This is an optimization exercise on Yosys and OpenROAD, whose aim is small area, not a production implementation.
In this exercise RTL edits were held to simulation tests only and were not proved equivalent to the original.
No driver is modelled on the clock port, so clocking that relies on it looks cheaper here than on a real chip.
Power and IR drop assume default switching activity.

===== flow/run.sh =====
#!/bin/bash
# Layout flow: the standard ORFS flow, with
#  - synthesis mapped by an area-oriented ABC script (flow/abc_area.script),
#  - the smallest buffer (buf_1) on the ports, and no buffer larger than
#    buf_2 in repair,
#  - a hand-built two-level clock tree (flow/manual_cts.tcl: one root
#    buffer driving nine leaf buffers, each at the centre of its group of
#    flip-flops) in place of TritonCTS, which is pointed at the clock port
#    net only and so finds nothing left to buffer.
# Each step's full output goes to a log file in the work folder.
set -euo pipefail
W=$(pwd)
rm -rf "$W/scripts_area"
cp -r "$FLOW_HOME/scripts" "$W/scripts_area"
cp "$W/flow/abc_area.script" "$W/scripts_area/abc_area.script"

bash "$W/standard.sh" SCRIPTS_DIR="$W/scripts_area" synth > "$W/flow_synth.log" 2>&1

# The platform's dont-use cells, and buffers larger than buf_2, which
# repair would otherwise use on high-fanout nets.
DONT_USE="sky130_fd_sc_hd__probe_p_8 sky130_fd_sc_hd__probec_p_8 sky130_fd_sc_hd__lpflow_bleeder_1 sky130_fd_sc_hd__lpflow_clkbufkapwr_1 sky130_fd_sc_hd__lpflow_clkbufkapwr_16 sky130_fd_sc_hd__lpflow_clkbufkapwr_2 sky130_fd_sc_hd__lpflow_clkbufkapwr_4 sky130_fd_sc_hd__lpflow_clkbufkapwr_8 sky130_fd_sc_hd__lpflow_clkinvkapwr_1 sky130_fd_sc_hd__lpflow_clkinvkapwr_16 sky130_fd_sc_hd__lpflow_clkinvkapwr_2 sky130_fd_sc_hd__lpflow_clkinvkapwr_4 sky130_fd_sc_hd__lpflow_clkinvkapwr_8 sky130_fd_sc_hd__lpflow_decapkapwr_12 sky130_fd_sc_hd__lpflow_decapkapwr_3 sky130_fd_sc_hd__lpflow_decapkapwr_4 sky130_fd_sc_hd__lpflow_decapkapwr_6 sky130_fd_sc_hd__lpflow_decapkapwr_8 sky130_fd_sc_hd__lpflow_inputiso0n_1 sky130_fd_sc_hd__lpflow_inputiso0p_1 sky130_fd_sc_hd__lpflow_inputiso1n_1 sky130_fd_sc_hd__lpflow_inputiso1p_1 sky130_fd_sc_hd__lpflow_inputisolatch_1 sky130_fd_sc_hd__lpflow_isobufsrc_1 sky130_fd_sc_hd__lpflow_isobufsrc_16 sky130_fd_sc_hd__lpflow_isobufsrc_2 sky130_fd_sc_hd__lpflow_isobufsrc_4 sky130_fd_sc_hd__lpflow_isobufsrc_8 sky130_fd_sc_hd__lpflow_isobufsrckapwr_16 sky130_fd_sc_hd__lpflow_lsbuf_lh_hl_isowell_tap_1 sky130_fd_sc_hd__lpflow_lsbuf_lh_hl_isowell_tap_2 sky130_fd_sc_hd__lpflow_lsbuf_lh_hl_isowell_tap_4 sky130_fd_sc_hd__lpflow_lsbuf_lh_isowell_4 sky130_fd_sc_hd__lpflow_lsbuf_lh_isowell_tap_1 sky130_fd_sc_hd__lpflow_lsbuf_lh_isowell_tap_2 sky130_fd_sc_hd__lpflow_lsbuf_lh_isowell_tap_4 sky130_fd_sc_hd__buf_4 sky130_fd_sc_hd__buf_6 sky130_fd_sc_hd__buf_8 sky130_fd_sc_hd__buf_12 sky130_fd_sc_hd__buf_16"
export MCTS_N=9 MCTS_BUF=sky130_fd_sc_hd__clkbuf_8 MCTS_N1=1 MCTS_BUF1=sky130_fd_sc_hd__clkbuf_8
bash "$W/standard.sh" \
  DONT_USE_CELLS="$DONT_USE" \
  BUFFER_PORTS_ARGS="-buffer_cell sky130_fd_sc_hd__buf_1" \
  PRE_CTS_TCL="$W/flow/manual_cts.tcl" \
  CTS_ARGS="-repair_clock_nets -dont_use_dummy_load -clk_nets clock" \
  finish > "$W/flow_layout.log" 2>&1

===== flow/abc_area.script =====
&get -n
&st
&dch
&nf -R 1000
&put

===== flow/manual_cts.tcl =====
# Build the clock tree by hand: the flip-flops are split into MCTS_N groups
# by position (alternating median cuts), each driven by a buffer of type
# MCTS_BUF placed at its group's centre. If MCTS_N1 is set, those buffers
# are in turn split into MCTS_N1 groups, each driven by a buffer of type
# MCTS_BUF1; the clock port drives the top level.
proc mcts_split {items axis n} {
  if {$n <= 1} { return [list $items] }
  set idx [expr {$axis == "x" ? 1 : 2}]
  set sorted [lsort -real -index $idx $items]
  set half [expr {$n / 2}]
  set cut [expr {int(round([llength $sorted] * double($half) / $n))}]
  set a [lrange $sorted 0 [expr {$cut - 1}]]
  set b [lrange $sorted $cut end]
  set next [expr {$axis == "x" ? "y" : "x"}]
  return [concat [mcts_split $a $next $half] [mcts_split $b $next [expr {$n - $half}]]]
}
proc mcts_center {it} {
  set bb [[$it getInst] getBBox]
  return [list $it [expr {([$bb xMin] + [$bb xMax]) / 2}] [expr {([$bb yMin] + [$bb yMax]) / 2}]]
}
# Drive each group of iterms from a new buffer on net src; returns the
# buffers' input iterms.
proc mcts_level {src groups bufname prefix} {
  set db [ord::get_db]
  set block [ord::get_db_block]
  set master [$db findMaster $bufname]
  set ins {}
  set i 0
  foreach g $groups {
    set sx 0; set sy 0
    foreach e $g { set sx [expr {$sx + [lindex $e 1]}]; set sy [expr {$sy + [lindex $e 2]}] }
    set cx [expr {int($sx / [llength $g])}]
    set cy [expr {int($sy / [llength $g])}]
    set buf [odb::dbInst_create $block $master "${prefix}_buf_$i"]
    set net [odb::dbNet_create $block "${prefix}_net_$i"]
    $net setSigType CLOCK
    foreach e $g {
      set it [lindex $e 0]
      $it disconnect
      $it connect $net
    }
    [$buf findITerm A] connect $src
    [$buf findITerm X] connect $net
    $buf setLocation $cx $cy
    $buf setPlacementStatus PLACED
    puts "mcts: $prefix buffer $i ($bufname) drives [llength $g] pins at ($cx, $cy)"
    lappend ins [$buf findITerm A]
    incr i
  }
  return $ins
}
proc manual_clock_tree {} {
  set block [ord::get_db_block]
  set clk [$block findNet clock]
  set items {}
  foreach it [$clk getITerms] { lappend items [mcts_center $it] }
  set leaves [mcts_level $clk [mcts_split $items x $::env(MCTS_N)] $::env(MCTS_BUF) mcts_leaf]
  if {[info exists ::env(MCTS_N1)] && $::env(MCTS_N1) > 0} {
    set items {}
    foreach it $leaves { lappend items [mcts_center $it] }
    mcts_level $clk [mcts_split $items x $::env(MCTS_N1)] $::env(MCTS_BUF1) mcts_mid
  }
}
manual_clock_tree

===== standard.sh =====
#!/bin/bash
# synth_recipe.tcl (not shown) runs the flow's synth.tcl, then flattens the netlist and writes it again
# the make line also repeats each setting of config.mk as NAME=value (left out here)
make -C /OpenROAD-flow-scripts/flow DESIGN_CONFIG=/design/flow/config.mk WORK_HOME=/design/flow/orfs CLKGATE_MAP_FILE= SYNTH_SCRIPT=/design/flow/synth_recipe.tcl "${@:-finish}"

===== config.mk =====
export PLATFORM = sky130hd
export DESIGN_NAME = MIPSL
export DESIGN_NICKNAME = MIPSL
export VERILOG_FILES = /design/flow/design.v
export SDC_FILE = /design/flow/constraint.sdc
export NUM_CORES = 4
export LEC_CHECK = 0
export ABC_AREA = 1
export CAP_MARGIN = 20
export CORE_MARGIN = 2
export CORE_UTILIZATION = 40
export PLACE_DENSITY = 0.6
export SLEW_MARGIN = 20
export SYNTH_HIERARCHICAL = 1

===== constraint.sdc =====
create_clock -name core_clock -period 11.0 [get_ports {clock}]
set_input_delay 2.2000 -clock core_clock [delete_from_list [all_inputs] [get_ports {clock}]]
set_output_delay 2.2000 -clock core_clock [all_outputs]
set_load 0.01 [all_outputs]

===== design.v =====
module g_inv(input a, output y);
assign y = ~a;
endmodule
module g_nand2(input a, input b, output y);
assign y = ~(a & b);
endmodule
module g_nand3(input a, input b, input c, output y);
assign y = ~(a & b & c);
endmodule
module g_xor2(input a, input b, output y);
assign y = a ^ b;
endmodule
module g_xnor2(input a, input b, output y);
assign y = ~(a ^ b);
endmodule
module g_a222oi(input a1, input a2, input b1, input b2, input c1, input c2, output y);
assign y = ~((a1 & a2) | (b1 & b2) | (c1 & c2));
endmodule
module g_a31oi(input a1, input a2, input a3, input b1, output y);
assign y = ~((a1 & a2 & a3) | b1);
endmodule
module g_a21oi(input a1, input a2, input b1, output y);
assign y = ~((a1 & a2) | b1);
endmodule
module g_a22o(input a1, input a2, input b1, input b2, output y);
assign y = (a1 & a2) | (b1 & b2);
endmodule
module g_mux2i(input a0, input a1, input s, output y);
assign y = ~(s ? a1 : a0);
endmodule
module g_nor2(input a, input b, output y);
assign y = ~(a | b);
endmodule
module g_ha(input a, input b, output s, output co);
assign s = a ^ b;
assign co = a & b;
endmodule
module g_fa(input a, input b, input ci, output s, output co);
assign s = a ^ b ^ ci;
assign co = (a & b) | (ci & (a ^ b));
endmodule
module Dec7(input [2:0] a, input en, output [7:1] y);
assign y[1] = en & (a == 3'd1);
assign y[2] = en & (a == 3'd2);
assign y[3] = en & (a == 3'd3);
assign y[4] = en & (a == 3'd4);
assign y[5] = en & (a == 3'd5);
assign y[6] = en & (a == 3'd6);
assign y[7] = en & (a == 3'd7);
endmodule
module Dec7B(input [2:0] a, input en, output [7:1] y, output [7:1] yn);
assign y[1] = en & (a == 3'd1);
assign y[2] = en & (a == 3'd2);
assign y[3] = en & (a == 3'd3);
assign y[4] = en & (a == 3'd4);
assign y[5] = en & (a == 3'd5);
assign y[6] = en & (a == 3'd6);
assign y[7] = en & (a == 3'd7);
assign yn = ~y;
endmodule
module Dec7N(input [2:0] a, output [7:1] y);
assign y[1] = (a == 3'd1);
assign y[2] = (a == 3'd2);
assign y[3] = (a == 3'd3);
assign y[4] = (a == 3'd4);
assign y[5] = (a == 3'd5);
assign y[6] = (a == 3'd6);
assign y[7] = (a == 3'd7);
endmodule
module ReadBit(input [7:1] sel, input [7:1] r, output y);
wire x1, x2, x3;
g_a222oi u1(.a1(sel[1]), .a2(r[1]), .b1(sel[2]), .b2(r[2]), .c1(sel[3]), .c2(r[3]), .y(x1));
g_a222oi u2(.a1(sel[4]), .a2(r[4]), .b1(sel[5]), .b2(r[5]), .c1(sel[6]), .c2(r[6]), .y(x2));
g_nand2  u3(.a(sel[7]), .b(r[7]), .y(x3));
g_nand3  u4(.a(x1), .b(x2), .c(x3), .y(y));
endmodule
module ReadBitK(input [7:1] sel, input [7:1] r, input kill, output y);
wire x1, x2, x3;
g_a222oi u1(.a1(sel[1]), .a2(r[1]), .b1(sel[2]), .b2(r[2]), .c1(sel[3]), .c2(r[3]), .y(x1));
g_a222oi u2(.a1(sel[4]), .a2(r[4]), .b1(sel[5]), .b2(r[5]), .c1(sel[6]), .c2(r[6]), .y(x2));
g_nand2  u3(.a(sel[7]), .b(r[7]), .y(x3));
g_a31oi  u4(.a1(x1), .a2(x2), .a3(x3), .b1(kill), .y(y));
endmodule
module RegFile(
    input         clock,
    input  [7:1]  wsel,      
    input  [7:1]  wseln,
    input  [15:0] wdata,
    input  [7:1]  rsel1,
    input  [15:0] kill1,
    output [15:0] rdata1,
    input  [7:1]  rsel2,
    output [15:0] rdata2
);
wire [15:0] q [1:7];
genvar j, k;
generate for (j = 1; j < 8; j = j + 1) begin : rg
    reg  [15:0] r;
    wire [15:0] d;
    for (k = 0; k < 16; k = k + 1) begin : b
        g_a22o hold(.a1(wsel[j]), .a2(wdata[k]), .b1(wseln[j]), .b2(r[k]), .y(d[k]));
    end
    always @(posedge clock) r <= d;
    assign q[j] = r;
end endgenerate
generate for (k = 0; k < 16; k = k + 1) begin : rd
    wire [7:1] col = {q[7][k], q[6][k], q[5][k], q[4][k], q[3][k], q[2][k], q[1][k]};
    ReadBitK p1(.sel(rsel1), .r(col), .kill(kill1[k]), .y(rdata1[k]));
    ReadBit  p2(.sel(rsel2), .r(col), .y(rdata2[k]));
end endgenerate
endmodule
module ALU(
    input  [15:0] a,
    input  [15:0] b,
    input  [15:0] imm,
    input         regb,
    input         sub,
    output [15:0] result,
    output [15:0] prop
);
wire [16:0] c;       
assign c[0] = sub;
genvar k;
generate for (k = 0; k < 16; k = k + 1) begin : bs
    wire bn, bx, p;
    g_a21oi sel(.a1(b[k]), .a2(regb), .b1(imm[k]), .y(bn));
    if (k % 2 == 0) begin : ev
        g_xnor2 inv(.a(bn), .b(sub), .y(bx));                
        g_xor2  pr(.a(a[k]), .b(bx), .y(p));
        g_mux2i cy(.a0(a[k]), .a1(c[k]), .s(p), .y(c[k+1]));  
        g_xor2  sm(.a(p), .b(c[k]), .y(result[k]));
    end else begin : od
        g_xor2  inv(.a(bn), .b(sub), .y(bx));                 
        g_xnor2 pr(.a(a[k]), .b(bx), .y(p));
        g_mux2i cy(.a0(bx), .a1(c[k]), .s(p), .y(c[k+1]));    
        g_xnor2 sm(.a(p), .b(c[k]), .y(result[k]));
    end
    assign prop[k] = p;
end endgenerate
endmodule
module Control(
    input  [2:0] opcode,
    output       memread,    
    output       nmemread,
    output       memwrite,   
    output       regwrite,   
    output       nbranch,    
    output       sub,        
    output       regb,       
    output       kimm,       
    output       nandi,      
    output       npass,      
    output       breg_xm     
);
assign memread  = (opcode == 3'd3);
assign nmemread = ~(opcode == 3'd3);
assign memwrite = (opcode == 3'd4);
assign nbranch  = ~(opcode == 3'd5);
assign regwrite = ~(opcode == 3'd4 || opcode == 3'd5);
assign sub      = (opcode == 3'd1 || opcode == 3'd5);
assign regb     = (opcode == 3'd0 || opcode == 3'd1 || opcode == 3'd2 || opcode == 3'd5);
assign kimm     = (opcode == 3'd3 || opcode == 3'd4 || opcode == 3'd6);
assign nandi    = ~(opcode == 3'd7);
assign npass    = ~(opcode == 3'd2);
assign breg_xm  = opcode[2];
endmodule
module ImmGate(
    input  [6:0]  imm,
    input         kimm,
    input         nandi,
    output [15:0] immg,
    output [15:0] kill
);
wire [6:0] ig = imm & {7{kimm}};
wire [6:0] kl = ~(imm | {7{nandi}});
assign immg = {{9{ig[6]}}, ig};
assign kill = {{9{kl[6]}}, kl};
endmodule
module PCBit1(
    input  pc1,
    input  taken,
    input  imm0,
    input  reset,
    output next1,
    output c2
);
wire o1 = ~taken | imm0;
assign next1 = ~reset & (pc1 ^ o1);
assign c2 = pc1 & o1;
endmodule
module PCOffset(
    input  [6:1] imm,
    input        taken,
    output [15:2] offn
);
wire [6:1] t = ~(imm & {6{taken}});
assign offn = {{9{t[6]}}, t[5:1]};
endmodule
module PCLogic(
    input  [15:1] pc,
    input  [6:0]  imm,
    input         taken,
    input         reset,
    output [15:1] pc_next
);
wire [15:2] offn;
wire [16:2] c;       
PCBit1 b1(.pc1(pc[1]), .taken(taken), .imm0(imm[0]), .reset(reset),
          .next1(pc_next[1]), .c2(c[2]));
PCOffset off1(.imm(imm[6:1]), .taken(taken), .offn(offn));
genvar k;
generate for (k = 2; k < 16; k = k + 1) begin : bs
    wire p, sn;
    g_xnor2 pr(.a(pc[k]), .b(offn[k]), .y(p));             
    if (k % 2 == 0) begin : ev
        if (k < 15) begin : cy
            g_mux2i m(.a0(pc[k]), .a1(c[k]), .s(p), .y(c[k+1]));      
        end
        g_xnor2 sm(.a(p), .b(c[k]), .y(sn));                
    end else begin : od
        if (k < 15) begin : cy
            g_mux2i m(.a0(offn[k]), .a1(c[k]), .s(p), .y(c[k+1]));    
        end
        g_xor2 sm(.a(p), .b(c[k]), .y(sn));                 
    end
    g_nor2 rs(.a(sn), .b(reset), .y(pc_next[k]));
end endgenerate
endmodule
module Taken(
    input  [15:0] prop,
    input         nbranch,
    output        taken
);
assign taken = (&prop) & ~nbranch;
endmodule
module MIPSL(
    output [15:0] iaddr,     
    output [15:0] daddr,     
    output        dwrite,    
    output        dread,     
    output [15:0] dwdata,    
    output [15:0] alu_out,   
    input         clock,
    input  [15:0] idata,     
    input  [15:0] ddata,     
    input         reset
);
wire [2:0] opcode = idata[15:13];
wire [2:0] Xm = idata[12:10];
wire [2:0] Xn = idata[5:3];
wire [2:0] Xd = idata[2:0];
wire [6:0] imm = idata[12:6];
wire memread, nmemread, memwrite, regwrite, nbranch, sub, regb, kimm, nandi, npass, breg_xm;
Control control1(
    .opcode(opcode), .memread(memread), .nmemread(nmemread), .memwrite(memwrite),
    .regwrite(regwrite), .nbranch(nbranch), .sub(sub), .regb(regb), .kimm(kimm),
    .nandi(nandi), .npass(npass), .breg_xm(breg_xm)
);
wire [15:0] immg, kill;
ImmGate immgate1(.imm(imm), .kimm(kimm), .nandi(nandi), .immg(immg), .kill(kill));
wire [7:1] wsel, wseln, rsel1, rsel2;
Dec7B decw(.a(Xd), .en(regwrite), .y(wsel), .yn(wseln));
Dec7 dec1(.a(Xn), .en(npass), .y(rsel1));
Dec7N dec2(.a(breg_xm ? Xm : Xd), .y(rsel2));
wire [15:0] rdata1, rdata2, result, wdata, prop;
RegFile regfile1(
    .clock(clock), .wsel(wsel), .wseln(wseln), .wdata(wdata),
    .rsel1(rsel1), .kill1(kill), .rdata1(rdata1),
    .rsel2(rsel2), .rdata2(rdata2)
);
ALU alu1(
    .a(rdata1), .b(rdata2), .imm(immg), .regb(regb), .sub(sub), .result(result), .prop(prop)
);
genvar k;
generate for (k = 0; k < 16; k = k + 1) begin : wd
    g_a22o m(.a1(memread), .a2(ddata[k]), .b1(nmemread), .b2(result[k]), .y(wdata[k]));
end endgenerate
wire taken;
Taken taken1(.prop(prop), .nbranch(nbranch), .taken(taken));
reg [15:1] PC;
wire [15:1] PCNext;
PCLogic pclogic1(.pc(PC), .imm(imm), .taken(taken), .reset(reset), .pc_next(PCNext));
always @(posedge clock) PC <= PCNext;
assign iaddr = {PC, 1'b0};
assign daddr = result;
assign alu_out = result;
assign dread = memread;
assign dwrite = memwrite;
assign dwdata = rdata2;
endmodule

==> results list <==
- In the synthesized netlist, the number of instances is 661.
* Antenna violations before repair: 0
* Post-synthesis cell area: 0.00657 mm2
* Fraction of the yosys area taken by sequential cells: 38.7%
- Number of flops mapped to enable cells by yosys: 0
- Remaining routing DRC violations: 0
- Effective utilization at floorplan: 41.1%
- Most used standard cell by instance count after synthesis: sky130_fd_sc_hd__a22o_1
- Counting the fill cells in the layout gives 1585.
- Port buffering added 98 buffers.
- Post-layout instance area: 0.00707 mm2
- For this design the ratio of total power to cell area is 295 mW/mm2.
* Area share of the largest cell type after synthesis: 38.7%
- DR vias: 6126
* Cell types occupying the most area after synthesis: sky130_fd_sc_hd__dfxtp_1, sky130_fd_sc_hd__a22o_1, sky130_fd_sc_hd__a222oi_1
* Placer congestion estimate: 0.900
- The Yosys step of the flow raised 8 warnings.
* Aggregate negative setup slack: 0 ns
- Synth async-reset ratio: 0%
- Final clock period utilization by the worst path: 93.8%
- Global-route wire length before repair: 33800 um
- Clock latency on the worst-skew pair, taken at its later pin, is 0.42 ns.
- Number of maximum-capacitance constraint violations: 0
* Max-Slew Margin vs Limit: 24.7%
- The via count of the first global-routing pass is 5784.
* Area Overhead vs Synth: 7.61%
* Overall die area: 0.0175 mm2
- The cell that appears most often on the critical path is sky130_fd_sc_hd__mux2i_1.
- The worst-case IR drop observed on VDD is 0.167 mV.
- Including well taps, the total number of placed cells is 931.
- In the final design database the tool counted 762 nets.
- From left edge to right edge, the die measures 132 um.
- After detailed placement, the total cell area comes to 0.00693 mm2.
- Dividing the detail-routed via count by the number of cells gives 6.51.
- Count of unique library cells instantiated by Yosys: 27
- By count the netlist is led by sky130_fd_sc_hd__a22o_1, sky130_fd_sc_hd__dfxtp_1, sky130_fd_sc_hd__a222oi_1, sky130_fd_sc_hd__buf_4, sky130_fd_sc_hd__nand2_1.
* Static Leakage: 0.00274 uW
- Cell at the slowest stage of the critical path: sky130_fd_sc_hd__mux2_1
- Pre-CTS setup slack: 0.447 ns
- The first detailed-routing pass took 8 iterations.
- Number of design-rule violations left by the first detailed-router iteration: 1123
* Placement Rows: 46
- Synth area leader: sky130_fd_sc_hd__dfxtp_1
* Floorplan die height: 132 um
* Core Box Area: 0.0160 mm2
* Routed length per instance: 24.1 um
- Top flip-flop cell by instance count after synthesis: sky130_fd_sc_hd__dfxtp_1
* Worst hold margin: 0.513 ns
* Peak fanout along the critical path: 16
- DP HPWL: 15100 um
- Crit path setup slack, layout: 0.678 ns
- Worst-path clk slew: 0.09 ns
* Total count of hold-check failures in the final report: 0
- The clock period could shrink to 10.32 ns.
- Max stage delay on crit path: 0.47 ns
- WP data arrival: 8.12 ns
- Total wirelength of the detailed-routed design: 22700 um
- Averaged over all synthesized cells, the footprint is 9.95 um2.
- The clock arrives with 0.0210 ns of skew.
* Endpoint class of the critical path: output port
* Antenna viol nets, final: 0
* Category of the critical setup timing path: primary input to output port
* WP data required: 8.80 ns
* Slew Viols, Final: 0
* Total congestion overflow after global routing: 0
* Filler-free cell count of the finished design: 941
- The number of antenna diodes in the final layout is 0.
- Register bit count reported by yosys: 127
- Share of layout cells above drive strength 1: 3.03%
* Critical Path Start Type: primary input
* GRT Overall Usage: 24.0%
- I/O pin count: 100
* Run status: no timing/DRC/antenna violations
- Entering global routing, the biggest net connects 19 pins.
- Final setup violating endpoints: 0
* Actual transition at the worst max-transition pin: 1.13 ns
* Kind of cell adding the most delay to the critical path: multiplexers
* Type of the most critical hold path: flip-flop to flip-flop
- Timing-limited maximum frequency: 0.0969 GHz
- Counting both buffers and inverters, the worst setup path holds a total of 2.
- Unrepaired setup endpoints after global routing: no
- Synthesis produced a netlist with a net count of 696.
metal layers:
layer  vias up  track usage [%]  part of all wire, %
met5         -                0                    0
met4         0             8.66                  3.5
met3        60             3.69                   12
met2       463             38.2                   45
met1      2897             33.2                   40
li1       2706                -                    -
logic make-up (layout without fill, tap and decap cells):
kind of cell	Yosys count	in the layout	synth area share, %
AO/OA/AOI/OAI	225	225	29.6
XOR/XNOR	76	76	10.1
adder cells (fa/ha/maj)	1	1	0.190
buffers and inverters	68	132	7.31
flip-flops	127	127	38.7
multiplexers	31	31	4.78
other	1	1	0.0570
AND/OR/NAND/NOR	132	132	9.25
state kept, by name, summed over array words and instances (netlist names):
name and count:
PC 15, regfile1.rg.r 112
through the flow:
stage                     total power (uW)  util, %
after global routing                  2190     44.2
after floorplan                       1640        -
final                                 2090     44.2
after CTS                             2010     44.2
after detailed placement              1830     43.3
after global placement                1810     43.3
Yosys stat by module, one instance, submodules excluded, excerpt:
module	cell area (um2)	flops+latches	copies in the design
RegFile	2240	112	1
ImmGate	205	0	1
ALU	120	0	1
PCOffset	82.6	0	1
Dec7	53.8	0	1
Taken	38.8	0	1
g_a222oi	10.0	0	64
g_xnor2	8.76	0	45
g_a22o	8.76	0	128
g_a31oi	6.26	0	16
g_a21oi	5.00	0	16
final cells by class:
type	instances	area [um2]	share of cell area [%]
buffer	10	138	1.95
inverter	8	30.0	0.424
multi-input combinational	466	3590	50.7
sequential	127	2540	35.9
tap	216	270	3.82
timing repair buffer	114	507	7.16
cell usage in the layout, fill, tap and decap left out, drive strengths merged:
cell type and instances:
mux2 3, clkbuf 11, mux2i 28, nor2 31, buf 98, a22o 128
a222oi 64, and3b 2, nor2b 5, a31oi 16, or3 1, nor3b 3
nor3 2, clkinv 8, or4 1, nand3 20, xor2 31, and2 7
dfxtp 127, dlygate4sd1 14, nand2 49, nand2b 5, a21oi 17, conb 1
clkdlybuf4s18 1, or2 1, xnor2 45, nand4 4, and3 1, ha 1
path summary, 6_finish.rpt:
kind	from	endpoint	cells past startpoint	slack, ns
setup / recovery	idata[15]	daddr[15]	25	0.68
hold / removal	regfile1.rg[1].r[15]	regfile1.rg[1].r[15]	1	0.51
setup reg to reg	regfile1.rg[1].r[12]	PC[15]	25	4.24
hold reg to reg	regfile1.rg[1].r[15]	regfile1.rg[1].r[15]	1	0.51
where the power goes:
| group | switching (uW) | internal [uW] | total (uW) | leakage (uW) |
|---|---|---|---|---|
| Clock | 150 | 81.9 | 232 | 0.0000719 |
| Combinational | 613 | 406 | 1020 | 0.00161 |
| Sequential | 173 | 662 | 835 | 0.00106 |
| Total | 936 | 1150 | 2090 | 0.00274 |
what timing repair did:
| item | in CTS | in global routing |
|---|---|---|
| hold endpoints to repair | 0 | 0 |
| setup endpoints to repair | 0 | 3 |
| setup buffers | 0 | 0 |
| gates resized for setup | 0 | 5 |
| hold buffers | 0 | 0 |

## what the ideal ports hide
The results above use ideal ports. As a check the final layout listed here was re-extracted and re-timed, cells and wires unchanged.
Step 1 (the two cells are an assumption about what drives the block):
set clk [get_ports {clock}]
set_driving_cell -lib_cell sky130_fd_sc_hd__clkbuf_16 $clk
set_driving_cell -lib_cell sky130_fd_sc_hd__buf_2 [delete_from_list [all_inputs] $clk]
Step 2, shift: input delay + t, output delay - t, t = (earliest + latest rising clock arrival at the registers) / 2. This alone moves slack from input paths to output paths.
a / b / c = ideal / step 1 / step 2; a / b = the first two.
t, ns: 0.452
slack for setup (ns): 0.678 / 0.654 / 0.654
worst data-port slew with drivers (ns): 0.04
After both steps setup and hold are still met in this run. For this run, drivers alone change the setup slack by -0.024 ns; drivers and shift together by -0.024 ns.
